What follows belongs to an exercise in optimizing a design on an open flow for small area, a short achievable clock period and few clock cycles per item; a production flow would make more cautious choices.
No activity file was given, so power comes from the tool's default toggle rates.

==> inputs of run E <==
==> flow/design.v (excerpt) <==
module CompMul(
	input [31:0] Multiplicand_input,
	input [31:0] Multiplier_input,
	input run,
	input rst,
	input clk,
	output ready,
	output [63:0] Product_output
	);
clock: 10.0 ns
lec_check: 0
cap_margin: 20
core_margin: 2
core_utilization: 40
cts_buf_list: sky130_fd_sc_hd__clkbuf_4 sky130_fd_sc_hd__clkbuf_8
slew_margin: 20
synth_hierarchical: 1
synth_minimum_keep_size: 0
standard.sh (not shown) runs the stock make flow with config.mk's settings and CLKGATE_MAP_FILE= SYNTH_SCRIPT=/design/flow/synth_recipe.tcl, a recipe that flattens the netlist after the stock synthesis.
==> flow/flow/run.sh <==
#!/bin/bash
# Own layout flow: the standard layout (standard.sh), with two changes:
#  - the port buffers that buffer_ports inserts are of the cell named in flow/knobs
#    (PORT_BUF) instead of the default pick;
#  - repair_timing aims for the setup margin named in flow/knobs (SETUP_MARGIN).
# Each make run writes its full output to a log file in this folder; ORFS's own
# per-step logs stay under orfs/logs/.
set -euo pipefail
source flow/knobs
bash standard.sh \
  "BUFFER_PORTS_ARGS=-buffer_cell $PORT_BUF" \
  "SETUP_SLACK_MARGIN=$SETUP_MARGIN" \
  finish > make_finish.log 2>&1
==> flow/flow/knobs <==
PORT_BUF=sky130_fd_sc_hd__buf_2
SETUP_MARGIN=6.5
==> run R (differences from run E) <==
--- a/flow/design.v
+++ b/flow/design.v
@@ -5,37 +5,34 @@
 	input rst,
 	input clk,
 	output ready,
 	output [63:0] Product_output
 	);
-	reg [31:0] Mn;        
+	reg [31:0] M;         
 	reg [31:0] PL;        
 	reg [31:0] S;         
 	reg [31:0] C;         
 	reg [7:0] LC;        
 	reg CF;               
-	reg [7:0] BBn;       
-	reg [7:0] BBp;       
 	reg iter, fin, done;
 	reg [1:0] cnt;
-	wire idle = ~(iter | fin | done);
 	assign ready = done;
 	assign Product_output = {S, PL};
 	wire [9:0] lo_sum2 = {1'b0, PL[31:24], 1'b1} + {1'b0, LC, CF};
 	wire [8:0] lo_sum = lo_sum2[9:1];
 	wire lo_cout = lo_sum[8];
 	wire [40:0] fin_sum2 = {S, PL[31:24], 1'b1} + {C, LC, CF};
 	wire [31:0] hi_sum = fin_sum2[40:9];
 	wire [7:0] fin_lo = fin_sum2[8:1];
-	wire [31:0] pp0 = {~Mn[31:16] & {16{BBp[0]}}, ~(Mn[15:0] | {16{BBn[0]}})};
-	wire [31:0] pp1 = {~Mn[31:16] & {16{BBp[1]}}, ~(Mn[15:0] | {16{BBn[1]}})};
-	wire [31:0] pp2 = {~Mn[31:16] & {16{BBp[2]}}, ~(Mn[15:0] | {16{BBn[2]}})};
-	wire [31:0] pp3 = {~Mn[31:16] & {16{BBp[3]}}, ~(Mn[15:0] | {16{BBn[3]}})};
-	wire [31:0] pp4 = {~Mn[31:16] & {16{BBp[4]}}, ~(Mn[15:0] | {16{BBn[4]}})};
-	wire [31:0] pp5 = {~Mn[31:16] & {16{BBp[5]}}, ~(Mn[15:0] | {16{BBn[5]}})};
-	wire [31:0] pp6 = {~Mn[31:16] & {16{BBp[6]}}, ~(Mn[15:0] | {16{BBn[6]}})};
-	wire [31:0] pp7 = {~Mn[31:16] & {16{BBp[7]}}, ~(Mn[15:0] | {16{BBn[7]}})};
+	wire [31:0] pp0 = M & {32{PL[0]}};
+	wire [31:0] pp1 = M & {32{PL[1]}};
+	wire [31:0] pp2 = M & {32{PL[2]}};
+	wire [31:0] pp3 = M & {32{PL[3]}};
+	wire [31:0] pp4 = M & {32{PL[4]}};
+	wire [31:0] pp5 = M & {32{PL[5]}};
+	wire [31:0] pp6 = M & {32{PL[6]}};
+	wire [31:0] pp7 = M & {32{PL[7]}};
 	wire hs0, hc0;
 	HA u_hs0 (.a(C[7]), .b(S[7]), .s(hs0), .co(hc0));
 	wire fs0, fc0;
 	FA u_fs0 (.a(C[8]), .b(S[8]), .c(pp0[8]), .s(fs0), .co(fc0));
 	wire fs1, fc1;
@@ -552,12 +549,15 @@
 		if (rst) begin
 			iter <= 1'b0;
 			fin <= 1'b0;
 			done <= 1'b0;
 			cnt <= 2'd0;
+			S <= 32'd0;
 		end else begin
-			if (idle) begin
+			if (iter) S <= TS[39:8];
+			else S <= hi_sum;
+			if (!iter && !fin && !done) begin
 				if (run) iter <= 1'b1;
 				cnt <= 2'd0;
 			end else if (iter) begin
 				cnt <= cnt + 2'd1;
 				if (cnt == 2'd3) begin
@@ -569,32 +569,17 @@
 				done <= 1'b1;
 			end
 		end
 	end
 	always @(posedge clk) begin
-		Mn <= ~Multiplicand_input;
-		BBn <= idle ? ~Multiplier_input[7:0] : ~PL[15:8];
-		BBp <= idle ? Multiplier_input[7:0] : PL[15:8];
-		if (iter) begin
-			S <= TS[39:8];
-			C <= TC[39:8];
-			LC <= TC[7:0];
-			CF <= lo_cout;
-			PL <= {TS[7:0], lo_sum[7:0], PL[23:8]};
-		end else if (idle) begin
-			S <= 32'd0;
-			C <= 32'd0;
-			LC <= 8'd0;
-			CF <= 1'b0;
-			PL <= Multiplier_input;
-		end else begin
-			S <= hi_sum;
-			C <= 32'd0;
-			LC <= 8'd0;
-			CF <= 1'b0;
-			PL[31:24] <= fin_lo;
-		end
+		M <= Multiplicand_input;
+		C <= iter ? TC[39:8] : 32'd0;
+		LC <= iter ? TC[7:0] : 8'd0;
+		CF <= iter & lo_cout;
+		if (iter) PL <= {TS[7:0], lo_sum[7:0], PL[23:8]};
+		else if (fin || done) PL[31:24] <= fin_lo;
+		else PL <= Multiplier_input;
 	end
 endmodule
 module FA(input a, input b, input c, output s, output co);
 	assign s = a ^ b ^ c;
 	assign co = (a & b) | (a & c) | (b & c);
==> flow/flow/knobs (replaced) <==
PORT_BUF=sky130_fd_sc_hd__buf_2
SETUP_MARGIN=0
--- a/flow/config.mk
+++ b/flow/config.mk
@@ -6,9 +6,8 @@
 export NUM_CORES = 4
 export LEC_CHECK = 0
 export CAP_MARGIN = 20
 export CORE_MARGIN = 2
 export CORE_UTILIZATION = 40
-export CTS_BUF_LIST = sky130_fd_sc_hd__clkbuf_4 sky130_fd_sc_hd__clkbuf_8
 export SLEW_MARGIN = 20
 export SYNTH_HIERARCHICAL = 1
 export SYNTH_MINIMUM_KEEP_SIZE = 0
==> comparison <==
Run E passed the timing, DRC and antenna checks. Run R went through all stages and came out clean.
In run R the combinational power is smaller than in run E, by about 3%.
Of run E and run R, run E has the higher flip-flop and latch count (gap 16).
Maximum frequency: run R is smaller than run E (15%).
Of run R and run E, run R has the higher total power (gap about 1.9%, measured against run E).
Of run E and run R, run R has the higher final area (gap 1.5%, measured against run R).
Of run E and run R, run E has the higher setup slack (gap 0.60 ns).
In run E the critical path depth is higher than in run R, by 6.
Clock skew: run E is higher than run R (0.013 ns).
Synthesized cell count: run R is smaller than run E (about 5%).
Between run R and run E, the lower final cell count is in run R (gap about 2.5%, measured against run E).
Non-clock buffer count: run R is higher than run E (4).
==> figures <==
| quantity | run R | run E |
|---|---|---|
| DPL Wire Length | 27.9 mm | 27.1 mm |
| WP data arrival | 1.99 ns | 3.78 ns |
| Multi-input logic portion of the cell area | 65.5% | 64.4% |
| Final critical delay including setup and external delays | 3.99 ns | 3.39 ns |
| Worst Tran Pin Value | 0.986 ns | 1.05 ns |
| Routed wirelength normalized by instance count | 20.6 um | 19.4 um |
| Routed wire length | 36.2 mm | 35.0 mm |
| Sequential logic power | 794 uW | 864 uW |
| Count of mapped cells out of synthesis | 1,191 | 1,256 |
| Status | finished clean | finished clean |
| Post-synth net total | 1,555 | 1,620 |
| Sort of element at the end of the critical path | primary output | flop |
| Switching Share | 41.5% | 43.2% |
| Sequential portion of the cell area | 21.5% | 23.0% |
| Max-Slew Margin vs Limit | 34.0% | 29.8% |
| Fraction of power consumed by the clock network | 24.0% | 18.6% |
| FF+latch count, synth | 141 | 157 |
| Number of cells in the design after placement | 1,726 | 1,768 |
| Detail Route met3 WL | 1.49 mm | 1.51 mm |
| IR drop worst, VDD | 118 uV | 87.2 uV |
| Skew-Pair Late Insertion Delay | 0.44 ns | 0.49 ns |
| All-layer global routing usage | 21.6% | 20.4% |
| Commonest non-fill, non-tap cell in the layout | sky130_fd_sc_hd__and2_1 | sky130_fd_sc_hd__fa_1 |
Function was not checked in any run of this note: the RTL went through the layout flow alone.

## separate check: timing with driven ports
The flow's constraints put no driver on any port. The routed layouts listed below were extracted and timed again, unchanged, in two steps. Step 1, drivers: a clkbuf_16 drives clk and a buf_2 each remaining input, both assumed. Step 2 times the ports against the registers' clock, not the clock port: input delays grow and output delays shrink by t, the midpoint of the rising clock arrivals with the driver on. Slacks: ideal / step 1 / step 2; pairs: ideal / step 1.
run | t (ns) | slack for setup (ns) | worst setup path after step 2
run E | 0.520 | 6.607 / 6.607 / 6.607 | register to register
run R | 0.484 | 6.009 / 5.954 / 6.205 | register to register
After both steps every run listed still meets setup and hold.
